This design comes from an exercise in tuning for small area and a short achievable clock period on the open sky130 flow, not from production work.
Function was checked by simulation only, so behaviour that the tests miss may differ from the original.
Power figures rest on the tool's default switching activity, not on a simulated workload.

## flow/design.v (module list and top-level ports; edited modules follow where they fit)
// module mac: 942 lines
// module pipeline: 185 lines
module pipeline (
    input  wire        clk,
    input  wire        reset,
    output wire [9:0]  imem_addr,
    input  wire [31:0] imem_rdata,
    output wire [9:0]  dmem_addr,
    output wire [31:0] dmem_wdata,
    output wire        dmem_we,
    output wire        dmem_re,
    input  wire [31:0] dmem_rdata,
    output wire        wb_en,
    output wire [4:0]  wb_reg,
    output wire [31:0] wb_data
);
  // ...
==> flow/flow/run.sh <==
#!/bin/bash
# Layout flow: the standard layout (standard.sh: ORFS synthesis, floorplan,
# placement, CTS, routing) with a larger setup margin for the timing repair, so
# that the repair works towards a clock period below the 10 ns constraint,
# and the smallest buffer for the ports' buffers (the repair resizes those on
# critical paths).
# Each step's full output goes to a log file of its own in this folder.
set -euo pipefail
MARGIN=$(cat flow/margin.txt)
bash standard.sh synth > log_synth.txt 2>&1
bash standard.sh SETUP_SLACK_MARGIN=$MARGIN floorplan > log_floorplan.txt 2>&1
bash standard.sh SETUP_SLACK_MARGIN=$MARGIN "BUFFER_PORTS_ARGS=-buffer_cell sky130_fd_sc_hd__buf_1" place > log_place.txt 2>&1
bash standard.sh SETUP_SLACK_MARGIN=$MARGIN cts > log_cts.txt 2>&1
bash standard.sh SETUP_SLACK_MARGIN=$MARGIN route > log_route.txt 2>&1
bash standard.sh SETUP_SLACK_MARGIN=$MARGIN finish > log_finish.txt 2>&1
test -f out/final.def
==> flow/flow/margin.txt <==
6.8
==> flow/standard.sh <==
#!/bin/bash
# synth_recipe.tcl (not shown) runs the flow's synth.tcl, then flattens the netlist and writes it again
# the make line also repeats each setting of config.mk as NAME=value (left out here)
make -C /OpenROAD-flow-scripts/flow DESIGN_CONFIG=/design/flow/config.mk WORK_HOME=/design/flow/orfs CLKGATE_MAP_FILE= SYNTH_SCRIPT=/design/flow/synth_recipe.tcl "${@:-finish}"
==> flow/config.mk <==
export PLATFORM = sky130hd
export DESIGN_NAME = pipeline
export DESIGN_NICKNAME = pipeline
export VERILOG_FILES = /design/flow/design.v
export SDC_FILE = /design/flow/constraint.sdc
export NUM_CORES = 4
export LEC_CHECK = 0
export CAP_MARGIN = 20
export CORE_MARGIN = 2
export CORE_UTILIZATION = 50
export PLACE_DENSITY = 0.6
export SLEW_MARGIN = 20
==> flow/constraint.sdc <==
create_clock -name core_clock -period 10.0 [get_ports {clk}]
set_input_delay 2.0000 -clock core_clock [delete_from_list [all_inputs] [get_ports {clk}]]
set_output_delay 2.0000 -clock core_clock [all_outputs]
set_load 0.01 [all_outputs]
==> results.ini, run 1 <==
[clock_network]
cts_resized = 445
cts-root-buf = clkbuf_16
numCtsBuffers = 160

[finish]
fin_util_pct = 58.66
nFillCells = 11010
postLayoutCellArea_um2 = 81740
num-multi-input-gates = 3189
multi_input_comb_area_um2 = 27680

[global_routing]
grt_pass1_vias = 52730
use_met3_pct = 19.20

[power]
peakVddDrop_mv = 0.1594

[worst_setup_path]
crit_end = ex_a[21]$_DFF_P_
rr_worst_depth = 7
reg2reg_from = ir_rs[1]$_DFF_P_
cp.arrival_ns = 4.02

[routing]
dr.first_iter.drc_count = 13340

[status]
status = complete, no violations

[die]
rows = 137

[yosys]
synthAdderAreaFrac_pct = 8.994
synth_most_common_cell = edfxtp_1
synth_top_family_by_area = compound AO/OA/AOI/OAI gates
synth_common_cells = edfxtp_1, a22oi_1, dfxtp_1, clkbuf_1, fa_1

[placement]
hpwl_um = 180400
post_dp_cell_area_um2 = 72920

[hold_path]
hold_start = ex_lw$_DFF_PP0_

==> run 2, diff against run 1 <==
--- a/flow/config.mk
+++ b/flow/config.mk
@@ -10,2 +10,4 @@
 export CORE_UTILIZATION = 50
+export CTS_CLUSTER_DIAMETER = 100
+export CTS_CLUSTER_SIZE = 20
 export PLACE_DENSITY = 0.6
==> run 2 against run 1 <==
Against the previous run:
- sequential share of layout area grew 1.7 points
- first-iteration DRC count is 1.3% lower
- critical path type unchanged
- final cell count is 1.9% lower
- count of clock-buffer cells in the layout fell by 72
- highest routed layer unchanged
- global-route usage is 0.81 points lower
- largest power group unchanged
- utilization down 1.9 points
- maximum frequency decreased by 0.50%
- wire length fell by 0.33%
- die area did not move
==> results.ini, run 2 <==
[status]
status = complete, no violations  ; unchanged

[clock_network]
cts_tree = built  ; unchanged
clk_path_buf_depth = 3  ; unchanged
numCtsBuffers = 86  ; was 160
clock_latency_ns = 0.77  ; was 0.84 ns
postCtsHoldBufs = 0  ; unchanged
cts-root-buf = clkbuf_16  ; unchanged
path_clk_slew_ns = 0.09  ; was 0.06 ns
cts_sinks = 1538  ; unchanged
htree_levels = 3  ; was 4

[yosys]
ys_seq_area_share_pct = 58.90  ; unchanged
synth_area_leaders = edfxtp_1, dfxtp_1, a22oi_1, fa_1, dfrtp_1  ; unchanged
synth_seq_cells = 1538  ; unchanged
synth_area_um2 = 70170  ; unchanged
synth_common_cells = edfxtp_1, a22oi_1, dfxtp_1, clkbuf_1, fa_1  ; unchanged
yosys_warnings = 2  ; unchanged
ys_async_sr_fraction_pct = 7.932  ; unchanged
avgSynthCellArea_um2 = 13.19  ; unchanged
post-synth-top-area-cell = edfxtp_1  ; unchanged
synth_top_area_share_pct = 42.45  ; unchanged
synth_cell_type_count = 70  ; unchanged
syn_inst = 5320  ; unchanged
synth_ff_type = edfxtp_1  ; unchanged
synth_fp_nets = 5739  ; unchanged
synth_edf_count = 992  ; unchanged
synth_most_common_cell = edfxtp_1  ; unchanged

[power]
internal_power_mw = 8.604  ; was 10.34 mW
p_total_mw = 11.26  ; was 13.56 mW
power_density_nw_per_um2 = 142.3  ; was 165.8 nW/µm²
leakagePower_nw = 31.39  ; was 32.68 nW
seqPwrFrac_pct = 61.2  ; was 50.9%
peakVddDrop_mv = 0.1597  ; was 0.1594 mV
power.switching_mw = 2.657  ; was 3.220 mW
sw_frac_of_total_pct = 23.60  ; was 23.75%
clock_power_share_pct = 33.3  ; was 44.6%
combPwrFrac_pct = 5.5  ; was 4.5%

[timing]
min_period_ns = 3.405  ; was 3.388 ns
max_freq_mhz = 293.7  ; was 295.2 MHz
worst_pin_slew_ns = 1.242  ; was 1.258 ns
clock_skew_ns = 0.03830  ; was 0.06791 ns
finalSetupViolations = 0  ; unchanged
rsz0062_at_grt = yes  ; unchanged
relSlewSlack_pct = 17.20  ; was 16.16%
slew_viol_final = 0  ; unchanged
tns_ns = 0  ; unchanged
period_share_pct = 34.05  ; was 33.88%
hold_viol = 0  ; unchanged

[die]
io_pins = 158  ; unchanged
die_y_um = 378.6  ; unchanged
initial_core_util_pct = 50.35  ; unchanged
dieArea_um2 = 143400  ; unchanged
die_w_um = 378.6  ; unchanged
rows = 137  ; unchanged
coreArea_um2 = 139400  ; unchanged

[finish]
nFillCells = 11310  ; was 11010
fin_util_pct = 56.78  ; was 58.66%
final_common_cell = edfxtp_1  ; unchanged
largest_register = rf  ; unchanged
drive_gt1_share_pct = 16.44  ; was 18.41%
largest_reg_flops = 992  ; unchanged
area_growth_pct = 12.76  ; was 16.49%
layout_common_cells = edfxtp_1, a22oi_1, dfxtp_1  ; unchanged
nets = 5830  ; was 5888
reg.largest.list = rf x992, mac.q1 x128  ; unchanged

[worst_setup_path]
cp.required_ns = 10.57  ; was 10.63 ns
cp.arrival_ns = 3.98  ; was 4.02 ns
end_kind = flop  ; unchanged
critPathKind = reg -> reg  ; unchanged
crit_fanout = 22  ; was 26
cp-start-kind = flop  ; unchanged

[routing]
wl_per_cell_um = 43.36  ; was 42.66 µm
vias = 55580  ; was 56340
drt-total-wl_um = 319100  ; was 320200 µm
first_pass_iters = 15  ; was 13
dr.first_iter.drc_count = 13170  ; was 13340
vias_per_cell = 7.552  ; was 7.509
ant_nets = 0  ; unchanged
drc = 0  ; unchanged

[flow_run]
cap_violations = 0  ; unchanged

[global_routing]
grt_overflow = 0  ; unchanged
grt_max_degree = 61  ; unchanged
grt.total_usage_pct = 42.79  ; was 43.60%
grt_pass1_wl_um = 420200  ; was 427600 µm
grt_pass1_vias = 51840  ; was 52730
antenna_found_initial = 28  ; unchanged

[hold_path]
hp-class = reg -> reg  ; unchanged

[placement]
io_buffers = 157  ; unchanged
routabilityCongestion = 1.006  ; unchanged
hpwl_um = 180400  ; unchanged

## run 2: worst paths after layout
| check | start | endpoint | slack, ns | cells past startpoint |
|---|---|---|---|---|
| setup / recovery | ir_rs[0]$_DFF_P_ | ex_a[21]$_DFF_P_ | 6.60 | 7 |
| hold / removal | ex_dest[0]$_DFF_PP0_ | mem_dest[0]$_DFF_PP0_ | 0.35 | 0 |
| setup reg to reg | ir_rs[0]$_DFF_P_ | ex_a[21]$_DFF_P_ | 6.60 | 7 |
| hold reg to reg | ex_dest[0]$_DFF_PP0_ | mem_dest[0]$_DFF_PP0_ | 0.35 | 0 |
| max in group asynchronous | reset | wb_data_q[13]$_DFF_PP0_ | 7.06 | 4 |
| min in group asynchronous | reset | pc[2]$_DFF_PP0_ | 1.29 | 2 |
## run 2: final cells by class
type | count | area, µm² | share of cell area (%)
Clock buffer | 136 | 2404 | 3.037
Clock inverter | 3 | 41.29 | 0.05218
Sequential cell | 1538 | 41550 | 52.51
Antenna cell | 22 | 55.05 | 0.06957
Timing Repair Buffer | 448 | 4506 | 5.694
Multi-Input combinational cell | 3187 | 27660 | 34.95
Tap cell | 1876 | 2347 | 2.966
Inverter | 150 | 566.8 | 0.7163
## run 2: critical path, cell delays in order, from the launching register on
cell and delay [ns]:
dfxtp_1 0.48, nor2b_2 0.47, and3_2 0.71, buf_4 0.67, a221oi_1 0.19, nand4_1 0.18, nor3_1 0.07, nand2_1 0.42
## run 2: stage by stage
| step | instance area [µm²] | hold slack (ns) | instances | worst slack [ns] |
|---|---|---|---|---|
| floorplan | 70230 | 0.3096 | 5320 | 6.503 |
| global placement | 72860 | 0.3323 | 7071 | 5.912 |
| detailed placement | 72920 | 0.3364 | 7074 | 5.849 |
| CTS | 76920 | 0.3532 | 7250 | 6.678 |
| global route | 79090 | 0.3548 | 7344 | 6.660 |
| finish | 79130 | 0.3522 | 7360 | 6.595 |
## run 2: repair_timing
item                       4_1_cts  5_1_grt
gates resized for setup        401      279
pin swaps                       14       69
cloned                           5       20
setup endpoints to repair      292      191
setup buffers                   32       68
## run 2: logic make-up after synthesis
kind of cell,share of synthesized area (%)
AND/OR/NAND/NOR,7.639
buffers and inverters,3.502
adder cells (fa/ha/maj),8.994
AO/OA/AOI/OAI,15.73
multiplexers,0.1854
XOR/XNOR,5.055
flip-flops,58.90
## run 2: routing by layer
metal / vias to the layer above / wire length (µm) / GRT usage, %
met2: 6108 / 127700 / 60.40
met3: 2018 / 54380 / 19.40
met4: 14 / 31740 / 28.03
met1: 26890 / 105100 / 52.76
li1: 20550 / - / -
met5: - / 144 / 0
## run 2: power groups by stage
stage          Combinational (mW)  Clock (mW)  Sequential, mW
2_1_floorplan               0.231           0            6.99
4_1_cts                     0.532        3.75            6.88
5_1_grt                     0.601        3.99            6.89
6_report                    0.618        3.76            6.89
3_3_place_gp                0.502           0            7.03
3_5_place_dp                0.512           0            7.03
==> module pipeline, before the edit <==
module pipeline (
    input  wire        clk,
    input  wire        reset,
    output wire [9:0]  imem_addr,
    input  wire [31:0] imem_rdata,
    output wire [9:0]  dmem_addr,
    output wire [31:0] dmem_wdata,
    output wire        dmem_we,
    output wire        dmem_re,
    input  wire [31:0] dmem_rdata,
    output wire        wb_en,
    output wire [4:0]  wb_reg,
    output wire [31:0] wb_data
);
    reg [9:0] pc;
    always @(posedge clk or posedge reset)
        if (reset) pc <= 10'd0;
        else       pc <= pc + 10'd1;
    assign imem_addr = pc;
    reg [5:0]  ir_op;
    reg [4:0]  ir_rd;
    reg [4:0]  ir_rs, ir_rt;
    reg [10:0] ir_lo;
    always @(posedge clk or posedge reset)
        if (reset) begin
            ir_op <= 6'd0;
            ir_rd <= 5'd0;
        end else begin
            ir_op <= imem_rdata[31:26];
            ir_rd <= imem_rdata[15:11];
        end
    always @(posedge clk) begin
        ir_rs <= imem_rdata[25:21];
        ir_rt <= imem_rdata[20:16];
        ir_lo <= imem_rdata[10:0];
    end
    reg        wb_dis_q;            
    wire       wb_we = ~wb_dis_q;
    reg [4:0]  wb_reg_q;
    reg [31:0] wb_data_q;
    reg [32*32-1:32] rf;          
    reg [31:1] rf_valid;         
    wire [31:1] rf_we;
    genvar g;
    generate for (g = 1; g < 32; g = g + 1) begin : rfw
        assign rf_we[g] = wb_we & (wb_reg_q == g);
        always @(posedge clk)
            if (rf_we[g]) rf[32*g +: 32] <= wb_data_q;
        always @(posedge clk or posedge reset)
            if (reset)          rf_valid[g] <= 1'b0;
            else if (rf_we[g])  rf_valid[g] <= 1'b1;
    end endgenerate
    wire [15:0] imm = {ir_rd, ir_lo};
    wire [31:1] sel_s, sel_t;
    wire [31:0] rv_s [0:31];
    wire [31:0] rv_t [0:31];
    assign rv_s[0] = 32'd0;
    assign rv_t[0] = 32'd0;
    generate for (g = 1; g < 32; g = g + 1) begin : rfr
        assign sel_s[g] = rf_valid[g] & (ir_rs == g);
        assign sel_t[g] = rf_valid[g] & (ir_rt == g);
        assign rv_s[g] = rv_s[g-1] | ({32{sel_s[g]}} & rf[32*g +: 32]);
        assign rv_t[g] = rv_t[g-1] | ({32{sel_t[g]}} & rf[32*g +: 32]);
    end endgenerate
    wire [31:0] val_s = rv_s[31];
    wire [31:0] val_t = rv_t[31];
    wire       is_r   = (ir_op <= 6'd5);
    wire [4:0] dest   = is_r ? ir_rd : ir_rt;
    wire       d_add  = (ir_op == 6'd0) | (ir_op == 6'd8) | (ir_op == 6'd9) | (ir_op == 6'd10) |
                        (ir_op == 6'd35) | (ir_op == 6'd43);
    wire       d_sub  = (ir_op == 6'd1) | (ir_op == 6'd11);
    wire       d_and  = (ir_op == 6'd2);
    wire       d_or   = (ir_op == 6'd3);
    wire       d_slt  = (ir_op == 6'd4) | (ir_op == 6'd12);
    wire       d_mul  = (ir_op == 6'd5);
    wire       d_lw   = (ir_op == 6'd35);
    wire       d_sw   = (ir_op == 6'd43);
    wire [32:0] tx = {val_t, 1'b0};
    wire [15:0] d_one, d_two, d_neg;
    generate for (g = 0; g < 16; g = g + 1) begin : booth
        assign d_one[g] = d_mul & (tx[2*g+1] ^ tx[2*g]);
        assign d_two[g] = d_mul & ((tx[2*g+2] & ~tx[2*g+1] & ~tx[2*g]) |
                                   (~tx[2*g+2] & tx[2*g+1] & tx[2*g]));
        assign d_neg[g] = d_mul & tx[2*g+2];
    end endgenerate
    wire       d_inv  = d_sub | d_slt;
    wire       d_gt   = (d_add | d_sub | d_slt) & is_r;
    wire       d_gi   = (d_add | d_sub | d_slt) & ~is_r;
    wire [16:0] d_yi  = {17{d_gi}} & ({imm[15], imm} ^ {17{d_inv}});
    reg [31:0] ex_a, ex_t;
    reg [15:0] b_one, b_two, b_neg;
    reg [16:0] ex_yi;
    reg        ex_gt, ex_inv;
    reg        ex_add, ex_sub, ex_and, ex_or, ex_slt, ex_mul, ex_lw, ex_sw;
    reg [4:0]  ex_dest;
    always @(posedge clk) begin
        ex_a   <= val_s;
        ex_t   <= val_t;
        ex_yi  <= d_yi;
        ex_gt  <= d_gt;
        ex_inv <= d_inv;
        b_one  <= d_one;
        b_two  <= d_two;
        b_neg  <= d_neg;
    end
    always @(posedge clk or posedge reset)
        if (reset) begin
            {ex_add, ex_sub, ex_and, ex_or, ex_slt, ex_mul, ex_lw, ex_sw} <= 8'd0;
            ex_dest <= 5'd0;
        end else begin
            {ex_add, ex_sub, ex_and, ex_or, ex_slt, ex_mul, ex_lw, ex_sw} <=
                {d_add, d_sub, d_and, d_or, d_slt, d_mul, d_lw, d_sw};
            ex_dest <= dest;
        end
    wire [31:0] row_y  = ({32{ex_gt}} & (ex_t ^ {32{ex_inv}})) | {{15{ex_yi[16]}}, ex_yi};
    wire [11:0] addr   = ex_a[11:0] + ex_yi[11:0];
    wire [32:0] cmp    = {1'b0, ex_a} + {1'b0, row_y} + 33'd1;
    wire        lt     = ~cmp[32];           
    wire        arith  = ex_add | ex_sub;
    wire [31:0] row_x  = ({32{arith}} & ex_a)
                       | ({32{ex_and}} & (ex_a & ex_t))
                       | ({32{ex_or}}  & (ex_a | ex_t));
    wire [31:0] sum;
    mac mac (.clk(clk), .a(ex_a), .one(b_one), .two(b_two), .neg(b_neg),
             .x(row_x), .y(row_y), .cin(ex_sub), .p(sum));
    reg [9:0]  mem_addr;
    reg [31:0] mem_wdata;
    reg        mem_lt;
    reg        mem_we, mem_re, mem_val, mem_slt;
    reg [4:0]  mem_dest;
    always @(posedge clk) begin
        mem_addr  <= addr[11:2];
        mem_wdata <= ex_t;
        mem_lt    <= lt;
    end
    always @(posedge clk or posedge reset)
        if (reset) begin
            {mem_we, mem_re, mem_val, mem_slt} <= 4'd0;
            mem_dest <= 5'd0;
        end else begin
            {mem_we, mem_re, mem_val, mem_slt} <=
                {ex_sw, ex_lw, arith | ex_and | ex_or | ex_mul, ex_slt};
            mem_dest <= ex_dest;
        end
    assign dmem_addr  = mem_addr;
    assign dmem_wdata = mem_wdata;
    assign dmem_we    = mem_we;
    assign dmem_re    = mem_re;
    reg        wb_lt;
    reg        wb_ld, wb_sw, wb_val, wb_slt;
    reg [4:0]  wb_dest;
    always @(posedge clk)
        wb_lt <= mem_lt;
    always @(posedge clk or posedge reset)
        if (reset) begin
            {wb_ld, wb_sw, wb_val, wb_slt} <= 4'd0;
            wb_dest <= 5'd0;
        end else begin
            {wb_ld, wb_sw, wb_val, wb_slt} <= {mem_re, mem_we, mem_val & ~mem_re, mem_slt};
            wb_dest <= mem_dest;
        end
    wire [31:0] wb_value = ({32{wb_ld}} & dmem_rdata) | ({32{wb_val}} & sum) | {31'd0, wb_slt & wb_lt};
    reg        out_en;
    reg [4:0]  out_reg;
    reg [31:0] out_data;
    always @(posedge clk or posedge reset)
        if (reset) begin
            wb_dis_q  <= 1'b1;
            wb_reg_q  <= 5'd0;
            wb_data_q <= 32'd0;
            out_en    <= 1'b0;
        end else begin
            wb_dis_q  <= wb_sw;
            wb_reg_q  <= wb_dest;
            wb_data_q <= wb_value;
            out_en    <= ~wb_sw;
        end
    always @(posedge clk) begin
        out_reg  <= wb_dest;
        out_data <= wb_value;
    end
    assign wb_en   = out_en;
    assign wb_reg  = out_reg;
    assign wb_data = out_data;
endmodule
==> run 3, diff against run 2 <==
--- a/flow/design.v
+++ b/flow/design.v
@@ -956,11 +956,19 @@
 );
-    reg [9:0] pc;
+    reg [9:0] pc_n, pc_out;
+    wire [9:0] pc_next = ~pc_n + 10'd1;
     always @(posedge clk or posedge reset)
-        if (reset) pc <= 10'd0;
-        else       pc <= pc + 10'd1;
-    assign imem_addr = pc;
+        if (reset) begin
+            pc_n   <= 10'h3ff;
+            pc_out <= 10'd0;
+        end else begin
+            pc_n   <= ~pc_next;
+            pc_out <= pc_next;
+        end
+    assign imem_addr = pc_out;
     reg [5:0]  ir_op;
     reg [4:0]  ir_rd;
-    reg [4:0]  ir_rs, ir_rt;
+    reg [4:0]  ir_rt;
     reg [10:0] ir_lo;
+    reg [3:0]  rs_hi, rt_hi;
+    reg [7:0]  rs_lo, rt_lo;
     always @(posedge clk or posedge reset)
@@ -974,4 +982,7 @@
     always @(posedge clk) begin
-        ir_rs <= imem_rdata[25:21];
         ir_rt <= imem_rdata[20:16];
+        rs_hi <= 4'b0001 << imem_rdata[25:24];
+        rs_lo <= 8'b00000001 << imem_rdata[23:21];
+        rt_hi <= 4'b0001 << imem_rdata[20:19];
+        rt_lo <= 8'b00000001 << imem_rdata[18:16];
         ir_lo <= imem_rdata[10:0];
@@ -1001,4 +1012,4 @@
     generate for (g = 1; g < 32; g = g + 1) begin : rfr
-        assign sel_s[g] = rf_valid[g] & (ir_rs == g);
-        assign sel_t[g] = rf_valid[g] & (ir_rt == g);
+        assign sel_s[g] = rf_valid[g] & rs_hi[g / 8] & rs_lo[g % 8];
+        assign sel_t[g] = rf_valid[g] & rt_hi[g / 8] & rt_lo[g % 8];
         assign rv_s[g] = rv_s[g-1] | ({32{sel_s[g]}} & rf[32*g +: 32]);
==> run 3 against run 2 <==
Against the previous run:
- synthesized cell count is 2.0% higher
- sequential cell count increased by 29
- critical path depth shrank 1
- largest power group unchanged
- still clean on timing, DRC and antenna
- highest routed layer unchanged
- clock skew grew 0.020 ns
- non-clock buffer count decreased by 95
- wire length rose by 1.4%
- global-route usage barely moved
==> results.ini, run 3 <==
[global_routing]
grt_pass1_vias = 52870  ; was 51840
grt_overflow = 0  ; unchanged
grt_max_degree = 118  ; was 61
grt.total_usage_pct = 42.78  ; was 42.79%
antenna_found_initial = 25  ; was 28
grt_pass1_wl_um = 430800  ; was 420200 µm

[power]
sw_frac_of_total_pct = 25.03  ; was 23.60%
seqPwrFrac_pct = 60.9  ; was 61.2%
internal_power_mw = 8.801  ; was 8.604 mW
combPwrFrac_pct = 5.8  ; was 5.5%
power.switching_mw = 2.939  ; was 2.657 mW
clock_power_share_pct = 33.3  ; about the same
leakagePower_nw = 29.71  ; was 31.39 nW
p_total_mw = 11.74  ; was 11.26 mW
power_density_nw_per_um2 = 149.9  ; was 142.3 nW/µm²
peakVddDrop_mv = 0.1539  ; was 0.1597 mV

[die]
dieArea_um2 = 145200  ; was 143400 µm²
rows = 138  ; was 137
io_pins = 158  ; unchanged
initial_core_util_pct = 50.28  ; was 50.35%
die_w_um = 381.1  ; was 378.6 µm
die_y_um = 381.1  ; was 378.6 µm
coreArea_um2 = 141400  ; was 139400 µm²

[routing]
dr.first_iter.drc_count = 12750  ; was 13170
vias_per_cell = 7.663  ; was 7.552
drc = 0  ; unchanged
ant_nets = 0  ; unchanged
wl_per_cell_um = 43.90  ; was 43.36 µm
vias = 56460  ; was 55580
first_pass_iters = 13  ; was 15
drt-total-wl_um = 323400  ; was 319100 µm

[yosys]
synth_area_um2 = 71110  ; was 70170 µm²
synth_most_common_cell = edfxtp_1  ; unchanged
avgSynthCellArea_um2 = 13.11  ; was 13.19 µm²
yosys_warnings = 2  ; unchanged
synth_cell_type_count = 71  ; was 70
synth_common_cells = edfxtp_1, a22oi_1, dfxtp_1, clkbuf_1, nand4_1  ; was edfxtp_1, a22oi_1, dfxtp_1, clkbuf_1, fa_1
synth_area_leaders = edfxtp_1, dfxtp_1, a22oi_1, fa_1, dfrtp_1  ; unchanged
synth_ff_type = edfxtp_1  ; unchanged
synth_edf_count = 992  ; unchanged
syn_inst = 5425  ; was 5320
ys_seq_area_share_pct = 59.03  ; was 58.90%
synth_seq_cells = 1567  ; was 1538
synth_top_area_share_pct = 41.89  ; was 42.45%
ys_async_sr_fraction_pct = 8.424  ; was 7.932%
synth_fp_nets = 5844  ; was 5739
post-synth-top-area-cell = edfxtp_1  ; unchanged

[placement]
io_buffers = 157  ; unchanged
routabilityCongestion = 0.9667  ; was 1.006
hpwl_um = 186500  ; was 180400 µm

[hold_path]
whs_path_depth = 0  ; unchanged
hp-class = reg -> reg  ; unchanged

[finish]
nets = 5799  ; was 5830
final_common_cell = edfxtp_1  ; unchanged
layout_common_cells = edfxtp_1, a22oi_1, dfxtp_1  ; unchanged
reg.largest.list = rf x992, mac.q1 x128  ; unchanged
largest_register = rf  ; unchanged
drive_gt1_share_pct = 13.33  ; was 16.44%
largest_reg_flops = 992  ; unchanged
area_growth_pct = 10.14  ; was 12.76%

[worst_setup_path]
crit_fanout = 19  ; was 22
cp.required_ns = 10.52  ; was 10.57 ns
critPathKind = reg -> reg  ; unchanged
slowest_stage = or4_1  ; was and3_2
slowest_delay_ns = 0.73  ; was 0.71 ns
cp.arrival_ns = 3.89  ; was 3.98 ns
crit_chain = and3_2 > buf_4 > a22o_1 > a221oi_1 > nand3_1 > or4_1  ; was nor2b_2 > and3_2 > buf_4 > a221oi_1 > nand4_1 > nor3_1 > nand2_1
rr_worst_depth = 6  ; was 7
end_kind = flop  ; unchanged
cp-start-kind = flop  ; unchanged

[clock_network]
postCtsHoldBufs = 0  ; unchanged
cts-root-buf = clkbuf_16  ; unchanged
numCtsBuffers = 89  ; was 86
clk_path_buf_depth = 3  ; unchanged
cts_sinks = 1567  ; was 1538
htree_levels = 3  ; unchanged
path_clk_slew_ns = 0.08  ; was 0.09 ns
clock_latency_ns = 0.77  ; about the same
cts_tree = built  ; unchanged

[timing]
min_period_ns = 3.365  ; was 3.405 ns
clock_skew_ns = 0.05865  ; was 0.03830 ns
max_freq_mhz = 297.2  ; was 293.7 MHz
hold_viol = 0  ; unchanged
finalSetupViolations = 0  ; unchanged
relSlewSlack_pct = 16.78  ; was 17.20%
period_share_pct = 33.65  ; was 34.05%
slew_viol_final = 0  ; unchanged
tns_ns = 0  ; unchanged
worst_pin_slew_ns = 1.248  ; was 1.242 ns
rsz0062_at_grt = yes  ; unchanged

[status]
status = complete, no violations  ; unchanged

[flow_run]
cap_violations = 0  ; unchanged

[run 3: metrics by stage]
stage	setup slack [ns]	hold slack, ns	cell area (µm²)	utilization, %	std cells
floorplan	6.372	0.3096	71160	-	5425
global placement	6.322	0.3319	73660	52.09	7146
detailed placement	6.284	0.3357	73660	52.09	7146
CTS	6.661	0.3518	77030	54.47	7310
global route	6.664	0.3615	78260	55.34	7345
finish	6.635	0.3500	78320	55.38	7367
[run 3: path summary, 6_finish.rpt]
kind,slack [ns],start,endpoint
max in group asynchronous,7.41,reset,mem_re$_DFF_PP0_
min in group asynchronous,1.27,reset,pc_out[7]$_DFF_PP0_
setup reg to reg,6.63,rf_valid[31]$_DFFE_PP0P_,ex_a[19]$_DFF_P_
hold reg to reg,0.35,ex_slt$_DFF_PP0_,mem_slt$_DFF_PP0_
setup / recovery,6.63,rf_valid[31]$_DFFE_PP0P_,ex_a[19]$_DFF_P_
hold / removal,0.35,ex_slt$_DFF_PP0_,mem_slt$_DFF_PP0_
[run 3: repair_timing]
action,in CTS,in global routing
pin swaps,2,37
setup buffers,5,17
cloned,0,11
endpoints found under the setup margin,219,138
endpoints found under the hold margin,0,0
gates resized for setup,271,233
[run 3: power groups by stage]
| stage | clock (mW) | sequential [mW] | combinational (mW) |
|---|---|---|---|
| 2_1_floorplan | 0 | 7.14 | 0.285 |
| 3_3_place_gp | 0 | 7.27 | 0.604 |
| 3_5_place_dp | 0 | 7.27 | 0.608 |
| 4_1_cts | 3.90 | 7.12 | 0.622 |
| 5_1_grt | 4.12 | 7.14 | 0.662 |
| 6_report | 3.90 | 7.15 | 0.685 |
[run 3: cells by family after synthesis]
family / count (synthesis) / synth area share [%]
compound gates: 1404 / 14.88
flops: 1567 / 59.03
mux: 12 / 0.1848
xor+xnor: 401 / 4.939
simple gates: 1039 / 8.425
buf+inv: 649 / 3.683
fa+ha+maj: 353 / 8.862
[run 3: cell type report]
type,count,area [µm²]
timing repair buffer,353,3151
inverter,160,604.3
antenna,29,72.57
multi-input combinational,3209,27380
fill,11470,63090
sequential,1567,42160
clock buffer,153,2467
clock inverter,6,113.9
tap,1890,2365
[run 3: layer usage]
| metal | routed length, µm | track usage (%) | part of all wire (%) |
|---|---|---|---|
| met2 | 132900 | 60.86 | 41 |
| met3 | 52350 | 18.19 | 16 |
| met1 | 105500 | 52.10 | 33 |
| met5 | 731 | 0.2315 | 0.23 |
| met4 | 31940 | 30.57 | 9.9 |
[run 3: critical path, delay by kind of cell, from the launching register on]
kind	cells	cell delay, ns
and+or+nand+nor	3	1.47
buffers and inverters	1	0.41
AOI/OAI and AO/OA	2	0.53
DFF	1	0.69

[separate check: timing with driven ports]
Ports are ideal in the flow. The routed layouts listed here were re-timed in OpenROAD. Step 1: set_driving_cell puts a clkbuf_16 on clk and a buf_2 on each other input, an assumption about the parent block. Step 2 times the ports against the registers' clock, not the clock port: input delays grow and output delays shrink by t, the midpoint of the rising clock arrivals with the driver on. Three values: ideal, step 1, step 2; two values: the first two.
run | t (ns) | slack for setup (ns) | worst data-port slew with drivers (ns)
run 1 | 0.887 | 6.612 / 6.549 / 6.280 | 0.06
run 2 | 0.835 | 6.595 / 6.595 / 6.296 | 0.06
run 3 | 0.829 | 6.635 / 6.593 / 6.635 | 0.06
After both steps setup and hold are still met in every run listed. For run 1, which loses most, drivers alone change the setup slack by -0.063 ns; drivers and shift together by -0.332 ns. The worst setup slack also covers recovery checks on asynchronous resets.
